Background: an optimization exercise with open tools, aiming at small area. Do not read the settings as production practice. Function was checked by simulation only, so behaviour that the tests miss may differ from the original. Power and IR drop assume default switching activity.

Setup of JK:
==> module comp_cic, before the edit <==
module comp_cic
#(  parameter Win=16,
    parameter Wcoef = 18,
    parameter Wout = 18,
    parameter Num_coef=17)
(input  signed [Win-1:0] id_data_filter,
 input ic_val_data,
 input ic_rst,
 input  clk,
 output signed [Wout-1:0] od_data_filter,
 output oc_val_data);
logic [1:0] ph;           
logic [1:0] qc;           
logic run, tail, pend, vld;
logic [4:0] cnt;          
logic [15:0] xin;         
logic [255:0] ring;       
logic [8:0] cr;           
logic [18:0] acc;
wire start = (ic_val_data | pend) & (ph == 2'd3);
wire l15   = run & (qc == 2'd3) & (ph == 2'd3);
wire first = run & (qc == 2'd0) & (ph == 2'd0);
wire inbit = xin[{qc, ph}];
logic [16:0] tap;
always_comb begin
    tap[0] = inbit & run;
    for (int w = 1; w <= 16; w++)
        tap[w] = ring[(w-1)*16] & run & (cnt >= w);
end
logic [8:0] t, crn;
always_comb begin
    for (int k = 0; k <= 8; k++) begin
        logic a, b, c;
        a = tap[k];
        b = (k < 8) ? tap[16-k] : 1'b0;
        c = cr[k];
        t[k] = a ^ b ^ c;
        if (l15) crn[k] = (a ~^ b) ? ~a : c;    
        else     crn[k] = (a & b) | (a & c) | (b & c);
    end
end
logic [18:0] rin, rn;
assign rin = first ? 19'd46524 : acc;
comp_cic_mac tree (.t(t), .rin(rin), .rn(rn));
always_ff @(posedge clk) begin
    cr  <= crn;
    acc <= rn;
    if (ic_val_data) xin <= id_data_filter;
    for (int w = 1; w <= 16; w++)
        for (int q = 0; q < 4; q++) begin
            ring[(w-1)*16 + q*4 +: 3] <= ring[(w-1)*16 + q*4 + 1 +: 3];
            if (!run)
                ring[(w-1)*16 + q*4 + 3] <= ring[(w-1)*16 + q*4];
            else if (q < 3)
                ring[(w-1)*16 + q*4 + 3] <= ring[(w-1)*16 + q*4 + 4];
            else
                ring[(w-1)*16 + q*4 + 3] <= (w == 1) ? inbit : ring[(w-2)*16];
        end
end
always_ff @(posedge clk) begin
    if (ic_rst) begin
        ph <= 2'd0; qc <= 2'd0;
        run <= 1'b0; tail <= 1'b0; pend <= 1'b0; vld <= 1'b0;
        cnt <= 5'd0;
    end else begin
        ph   <= ph + 2'd1;
        tail <= l15;
        vld  <= tail;
        if (start) begin
            run <= 1'b1; pend <= 1'b0;
        end else if (ic_val_data)
            pend <= 1'b1;
        if (run && ph == 2'd3) begin
            qc <= qc + 2'd1;
            if (qc == 2'd3) begin
                run <= 1'b0;
                if (!cnt[4]) cnt <= cnt + 5'd1;
            end
        end
    end
end
assign od_data_filter = acc[17:0];
assign oc_val_data = vld;
endmodule
Settings: LEC_CHECK=0, CAP_MARGIN=20, CORE_MARGIN=2, CORE_UTILIZATION=40, SLEW_MARGIN=20, SYNTH_MEMORY_MAX_BITS=4096; clock period 10.0 ns.
standard.sh (not shown) runs the stock make flow with config.mk's settings and CLKGATE_MAP_FILE= SYNTH_SCRIPT=/design/flow/synth_recipe.tcl, a recipe that flattens the netlist after the stock synthesis.
==> flow/flow/run.sh <==
#!/bin/bash
# The standard layout (standard.sh), with the clock tree built from
# clkbuf_8 cells in clusters of up to 16 sinks and no dummy loads, and buf_1 cells as the port buffers.
set -euo pipefail
export CTS_ARGS="-sink_clustering_enable -repair_clock_nets -dont_use_dummy_load -buf_list sky130_fd_sc_hd__clkbuf_8 -sink_clustering_size 16 -sink_clustering_max_diameter 60"
export BUFFER_PORTS_ARGS="-buffer_cell sky130_fd_sc_hd__buf_1"
bash standard.sh > standard_flow.log 2>&1
Inputs modified between JK and MS:
--- a/flow/design.v
+++ b/flow/design.v
@@ -228,22 +228,23 @@
  output oc_val_data);
 logic [1:0] ph;           
 logic [1:0] qc;           
 logic run, tail, pend, vld;
-logic [4:0] cnt;          
+logic fresh;              
 logic [15:0] xin;         
 logic [255:0] ring;       
 logic [8:0] cr;           
 logic [18:0] acc;
 wire start = (ic_val_data | pend) & (ph == 2'd3);
 wire l15   = run & (qc == 2'd3) & (ph == 2'd3);
 wire first = run & (qc == 2'd0) & (ph == 2'd0);
 wire inbit = xin[{qc, ph}];
+wire rd = run & ~fresh;
 logic [16:0] tap;
 always_comb begin
     tap[0] = inbit & run;
     for (int w = 1; w <= 16; w++)
-        tap[w] = ring[(w-1)*16] & run & (cnt >= w);
+        tap[w] = ring[(w-1)*16] & rd;
 end
 logic [8:0] t, crn;
 always_comb begin
     for (int k = 0; k <= 8; k++) begin
@@ -270,16 +271,16 @@
                 ring[(w-1)*16 + q*4 + 3] <= ring[(w-1)*16 + q*4];
             else if (q < 3)
                 ring[(w-1)*16 + q*4 + 3] <= ring[(w-1)*16 + q*4 + 4];
             else
-                ring[(w-1)*16 + q*4 + 3] <= (w == 1) ? inbit : ring[(w-2)*16];
+                ring[(w-1)*16 + q*4 + 3] <= (w == 1) ? inbit : tap[w-1];
         end
 end
 always_ff @(posedge clk) begin
     if (ic_rst) begin
         ph <= 2'd0; qc <= 2'd0;
         run <= 1'b0; tail <= 1'b0; pend <= 1'b0; vld <= 1'b0;
-        cnt <= 5'd0;
+        fresh <= 1'b1;
     end else begin
         ph   <= ph + 2'd1;
         tail <= l15;
         vld  <= tail;
@@ -290,9 +291,9 @@
         if (run && ph == 2'd3) begin
             qc <= qc + 2'd1;
             if (qc == 2'd3) begin
                 run <= 1'b0;
-                if (!cnt[4]) cnt <= cnt + 5'd1;
+                fresh <= 1'b0;
             end
         end
     end
 end
[summary]
- Compared MS vs JK, and post-placement setup slack is up in MS.
- Against JK, MS comes in about 8% lower on number of distinct library cells after synthesis.
- Tapcell count came out exactly the same in MS and JK.
- Power share of the clock group: MS > JK
- Compared with JK, MS shows a count of clock-buffer cells in the layout that is 1 higher.
- MS: synthesis-to-layout area growth higher than JK
- Going from JK to MS, number of inverters outside the clock class in the layout fell 12; area fraction in compound gates after synthesis about even; fraction of area in multi-input gates fell 0.84 points; worst hold slack fell 0.012 ns.
- Re combinational share of power: MS is 1.0 points up on JK.
- MS and JK ended up with roughly the same post-CTS clock slew at the launch and capture registers of the worst setup and hold paths.

==> what the ideal ports hide <==
The results above use ideal ports. As a check the final layouts listed here were re-extracted and re-timed, cells and wires unchanged. Step 1: set_driving_cell puts a clkbuf_16 on clk and a buf_2 on each other input, an assumption about the parent block. Step 2 adds t to the input delays and takes it off the output delays; t is the mean of the earliest and latest rising clock arrival at the registers after step 1. Input paths then give back, and output paths get back, about the clock's delay inside the block. a / b / c = ideal ports / drivers / drivers and shift; a / b = the first two.
run	t, ns	setup WS [ns]	worst hold slack (ns)	worst setup path after step 2	worst slew at a driven data input, ns
JK	0.559	0.551 / 0.551 / 0.551	0.324 / 0.324 / 0.324	register to register	0.03
MS	0.571	0.591 / 0.591 / 0.591	0.312 / 0.312 / 0.312	register to register	0.06
After both steps setup and hold are still met in every run listed.
